What follows belongs to an exercise in optimizing a design on an open flow for small area; a production flow would make more cautious choices.
RTL that was checked went through simulation tests only; none was proved equivalent to the original.

==> module accelerate_matrix, before the edit <==
module accelerate_matrix (
    input clk,
    input rst,
    input [31:0]wmatrix,
    input [31:0]xmatrix,
    input [31:0]bias,
    output reg [15:0]out1,
    output reg [15:0]out2,
    output reg [15:0]out3,
    output reg [15:0]out4
);
    reg [3:0] p;
    always @(posedge clk or posedge rst) begin
        if (rst)
            p <= 4'd0;
        else
            p <= (p == 4'd12) ? 4'd0 : p + 4'd1;
    end
    wire ld_w = (p >= 4'd1) && (p <= 4'd4);            
    wire ld_b = (p == 4'd1);                           
    wire ld_p = (p == 4'd1) || (p == 4'd2);            
    wire ld_q = (p == 4'd3) || (p == 4'd4);            
    wire hi   = (p >= 4'd8) && (p <= 4'd11);           
    wire mv   = (p >= 4'd7) && (p <= 4'd10);           
    reg [31:0] r0, r1, r2, r3;
    always @(posedge clk) begin
        r0 <= r1;
        r1 <= r2;
        r2 <= r3;
        r3 <= ld_w ? wmatrix : r0;
    end
    reg [7:0] s0, s1, s2, s3;
    always @(posedge clk) begin
        if (ld_b) begin
            s0 <= bias[31:24];
            s1 <= bias[23:16];
            s2 <= bias[15:8];
            s3 <= bias[7:0];
        end else begin
            s0 <= s1;
            s1 <= s2;
            s2 <= s3;
            s3 <= s0;
        end
    end
    reg [31:0] xp0, xp1, xq0, xq1;
    reg [14:0] e0, e1, e2, o0, o1, o2;
    always @(posedge clk) begin
        xp0[29:0] <= mv ? {o2, e2} : xp1[29:0];
        xp0[31:30] <= xp1[31:30];
        xp1 <= ld_p ? xmatrix : xp0;
        xq0 <= xq1;
        xq1 <= ld_q ? xmatrix : xq0;
    end
    wire [31:0] xa = hi ? xq1 : xp1;
    wire [31:0] xb = hi ? xq0 : xp0;
    wire [14:0] ya, yb;
    dot_unit ua (.w(r1), .x(xa), .b(s2), .y(ya));
    dot_unit ub (.w(r1), .x(xb), .b(s2), .y(yb));
    wire ev = ~p[0];
    always @(posedge clk) begin
        e0 <= ev ? ya : yb; e1 <= e0; e2 <= e1;
        o0 <= ev ? yb : ya; o1 <= o0; o2 <= o1;
    end
    always @(*) begin
        out1 = {1'b0, xp1[14:0]};
        out2 = {1'b0, xp1[29:15]};
        out3 = {1'b0, e0};
        out4 = {1'b0, o0};
    end
endmodule
==> flow/config.mk <==
export PLATFORM = sky130hd
export DESIGN_NAME = accelerate_matrix
export DESIGN_NICKNAME = accelerate_matrix
export VERILOG_FILES = /design/flow/design.v
export SDC_FILE = /design/flow/constraint.sdc
export NUM_CORES = 4
export LEC_CHECK = 0
export ABC_AREA = 1
export CAP_MARGIN = 20
export CORE_MARGIN = 2
export CORE_UTILIZATION = 60
export CTS_BUF_LIST = sky130_fd_sc_hd__clkbuf_16
export CTS_CLUSTER_DIAMETER = 80
export CTS_CLUSTER_SIZE = 30
export GPL_TIMING_DRIVEN = 0
export PLACE_DENSITY = 0.75
export SLEW_MARGIN = 20
export SYNTH_HIERARCHICAL = 1
export SYNTH_MINIMUM_KEEP_SIZE = 0
==> flow/constraint.sdc <==
create_clock -name core_clock -period 10.0 [get_ports {clk}]
set_input_delay 2.0000 -clock core_clock [delete_from_list [all_inputs] [get_ports {clk}]]
set_output_delay 2.0000 -clock core_clock [all_outputs]
set_load 0.01 [all_outputs]
standard.sh (not shown) runs the stock make flow with config.mk's settings and CLKGATE_MAP_FILE= SYNTH_SCRIPT=/design/flow/synth_recipe.tcl, a recipe that flattens the netlist after the stock synthesis.
==> flow/flow/run.sh <==
#!/bin/bash
# The standard layout (standard.sh: the ORFS flow and synthesis, unchanged),
# with changes that only affect buffering and sizing:
#  - the port buffers are the smallest buffer cell instead of clkdlybuf4s50_1
#    (every port still gets its own buffer);
#  - the buffers Yosys/ABC put in are removed at floorplan, as the
#    timing-driven placement would otherwise do;
#  - clock tree synthesis gets the same settings as config.mk gives it, and
#    inserts no dummy loads.
set -euo pipefail
export BUFFER_PORTS_ARGS="-buffer_cell sky130_fd_sc_hd__buf_1"
export REMOVE_ABC_BUFFERS=1
export CTS_ARGS="-sink_clustering_enable -repair_clock_nets -sink_clustering_size 30 -sink_clustering_max_diameter 80 -buf_list sky130_fd_sc_hd__clkbuf_16 -dont_use_dummy_load"
bash standard.sh finish > standard_flow.log 2>&1
Then changed:
--- a/flow/design.v
+++ b/flow/design.v
@@ -22,7 +22,6 @@
     wire ld_p = (p == 4'd1) || (p == 4'd2);            
     wire ld_q = (p == 4'd3) || (p == 4'd4);            
     wire hi   = (p >= 4'd8) && (p <= 4'd11);           
-    wire mv   = (p >= 4'd7) && (p <= 4'd10);           
     reg [31:0] r0, r1, r2, r3;
     always @(posedge clk) begin
         r0 <= r1;
@@ -45,10 +44,8 @@
         end
     end
     reg [31:0] xp0, xp1, xq0, xq1;
-    reg [14:0] e0, e1, e2, o0, o1, o2;
     always @(posedge clk) begin
-        xp0[29:0] <= mv ? {o2, e2} : xp1[29:0];
-        xp0[31:30] <= xp1[31:30];
+        xp0 <= xp1;
         xp1 <= ld_p ? xmatrix : xp0;
         xq0 <= xq1;
         xq1 <= ld_q ? xmatrix : xq0;
@@ -59,13 +56,14 @@
     dot_unit ua (.w(r1), .x(xa), .b(s2), .y(ya));
     dot_unit ub (.w(r1), .x(xb), .b(s2), .y(yb));
     wire ev = ~p[0];
+    reg [14:0] e0, e1, e2, e3, e4, o0, o1, o2, o3, o4;
     always @(posedge clk) begin
-        e0 <= ev ? ya : yb; e1 <= e0; e2 <= e1;
-        o0 <= ev ? yb : ya; o1 <= o0; o2 <= o1;
+        e0 <= ev ? ya : yb; e1 <= e0; e2 <= e1; e3 <= e2; e4 <= e3;
+        o0 <= ev ? yb : ya; o1 <= o0; o2 <= o1; o3 <= o2; o4 <= o3;
     end
     always @(*) begin
-        out1 = {1'b0, xp1[14:0]};
-        out2 = {1'b0, xp1[29:15]};
+        out1 = {1'b0, e4};
+        out2 = {1'b0, o4};
         out3 = {1'b0, e0};
         out4 = {1'b0, o0};
     end
Outcome:
- The new run passed the timing, design-rule and antenna checks
- die area rose by 1.7%
- hold slack is better by 11 ps
- via count came out lower by 3.8%
- worst setup slack gets better by 110 ps
- utilization goes up by 0.95 points
- non-clock buffer count is lower by 6
- final cell count came out lower by 1.4%
- design area came out higher by 2.4%
- register-to-register slack improves by 110 ps
- maximum frequency grows by 1.2%
- routed wire length came out lower by 6.7%
No functional check of the RTL was part of the second run of this note.

---

Another version of the RTL of accelerate_matrix (not shown whole).
Size in the first run: about 380 flip-flops, about 160 I/O pins, roughly 24,000 um2 of cells after synthesis.
Settings: LEC_CHECK=0, ABC_AREA=1, CAP_MARGIN=20, CORE_MARGIN=2, CORE_UTILIZATION=60, CTS_BUF_LIST=sky130_fd_sc_hd__clkbuf_16, CTS_CLUSTER_DIAMETER=80, CTS_CLUSTER_SIZE=30, GPL_TIMING_DRIVEN=0, PLACE_DENSITY=0.75, SLEW_MARGIN=20, SYNTH_HIERARCHICAL=1, SYNTH_MINIMUM_KEEP_SIZE=0; clock period 10.0 ns.
Scripts as last shown in full above: flow/flow/run.sh
Change:
--- a/flow/design.v
+++ b/flow/design.v
@@ -50,40 +50,46 @@
         xp0[31:30] <= xp1[31:30];
         xp1 <= ld_p ? xmatrix : xp0;
         xq0 <= xq1;
         xq1 <= ld_q ? xmatrix : xq0;
     end
     reg hi;
     always @(posedge clk)
         hi <= (p >= 4'd7) && (p <= 4'd10);
     wire [31:0] xa = hi ? xq1 : xp1;
     wire [31:0] xb = hi ? xq0 : xp0;
-    wire [14:0] ya, yb;
-    dot_unit ua (.w(r1), .x(xa), .b(s2), .y(ya));
-    dot_unit ub (.w(r1), .x(xb), .b(s2), .y(yb));
+    wire [15:0] sa, sb;
+    dot_unit ua (.w(r1), .x(xa), .b(s2), .sn(sa));
+    dot_unit ub (.w(r1), .x(xb), .b(s2), .sn(sb));
     wire ev = ~p[0];
+    wire na_e = ~(ev & sa[15]);
+    wire nb_e = ~(~ev & sb[15]);
+    wire na_o = ~(~ev & sa[15]);
+    wire nb_o = ~(ev & sb[15]);
+    wire [14:0] e_d = ~(({15{na_e}} | sa[14:0]) & ({15{nb_e}} | sb[14:0]));
+    wire [14:0] o_d = ~(({15{na_o}} | sa[14:0]) & ({15{nb_o}} | sb[14:0]));
     always @(posedge clk) begin
-        e0 <= ev ? ya : yb; e1 <= e0; e2 <= e1;
-        o0 <= ev ? yb : ya; o1 <= o0; o2 <= o1;
+        e0 <= e_d; e1 <= e0; e2 <= e1;
+        o0 <= o_d; o1 <= o0; o2 <= o1;
     end
     always @(*) begin
         out1 = {1'b0, xp1[14:0]};
         out2 = {1'b0, xp1[29:15]};
         out3 = {1'b0, e0};
         out4 = {1'b0, o0};
     end
 endmodule
 module dot_unit (
     input  [31:0] w,
     input  [31:0] x,
     input  [7:0]  b,
-    output [14:0] y
+    output [15:0] sn
 );
   wire t1 = ~(w[0] & x[0]);
   wire t2 = ~(w[0] & x[1]);
   wire t3 = ~(w[0] & x[2]);
   wire t4 = ~(w[0] & x[3]);
   wire t5 = ~(w[0] & x[4]);
   wire t6 = ~(w[0] & x[5]);
   wire t7 = ~(w[0] & x[6]);
   wire t8 = ~(w[0] & x[7]);
   wire t9 = ~(w[1] & x[0]);
@@ -842,33 +848,31 @@
   FA u_t761 (.a(t730), .b(t731), .c(t760), .s(t761), .co(t762));
   wire t763, t764;
   FA u_t763 (.a(t732), .b(t733), .c(t762), .s(t763), .co(t764));
   wire t765, t766;
   FA u_t765 (.a(t734), .b(t735), .c(t764), .s(t765), .co(t766));
   wire t767, t768;
   FA u_t767 (.a(t736), .b(t737), .c(t766), .s(t767), .co(t768));
   wire t769, t770;
   FA u_t769 (.a(t738), .b(t739), .c(t768), .s(t769), .co(t770));
   wire t771 = t740 ^ t741 ^ t770;
-  wire [15:0] sn;   
   assign sn[0] = t711;
   assign sn[1] = t743;
   assign sn[2] = t745;
   assign sn[3] = t747;
   assign sn[4] = t749;
   assign sn[5] = t751;
   assign sn[6] = t753;
   assign sn[7] = t755;
   assign sn[8] = t757;
   assign sn[9] = t759;
   assign sn[10] = t761;
   assign sn[11] = t763;
   assign sn[12] = t765;
   assign sn[13] = t767;
   assign sn[14] = t769;
   assign sn[15] = t771;
-  assign y = sn[15] ? ~sn[14:0] : 15'd0;
 endmodule
 module FA (input a, input b, input c, output s, output co);
   assign s  = a ^ b ^ c;
   assign co = (a & b) | (a & c) | (b & c);
 endmodule
Result: Synthesized area is about the same; routed wire length falls by 1.9%; die area is about the same; setup slack gains 56 ps; register-to-register slack improves by 60 ps.

==> static timing again, ports no longer ideal <==
Ports are ideal in the flow. The routed layouts listed here were re-timed in OpenROAD. Step 1 sets driving cells, clkbuf_16 on the clock port and buf_2 on the other inputs (assumed; they add their load-dependent delay and slew). Step 2, shift: input delay + t, output delay - t, t = (earliest + latest rising clock arrival at the registers) / 2. This alone moves slack from input paths to output paths. Three values: ideal ports, drivers, drivers and shift; two values: the first two.
| run | t (ns) | setup slack, ns | cell pins on the clock port's net |
|---|---|---|---|
| the first run of note 1 | 0.597 | 0.204 / 0.204 / 0.204 | 1 |
| the second run of note 1 | 0.597 | 0.317 / 0.317 / 0.317 | 1 |
| the first run of note 2 | 0.583 | 0.278 / 0.278 / 0.278 | 1 |
| the second run of note 2 | 0.580 | 0.334 / 0.334 / 0.334 | 1 |
After both steps every run listed still meets setup and hold.
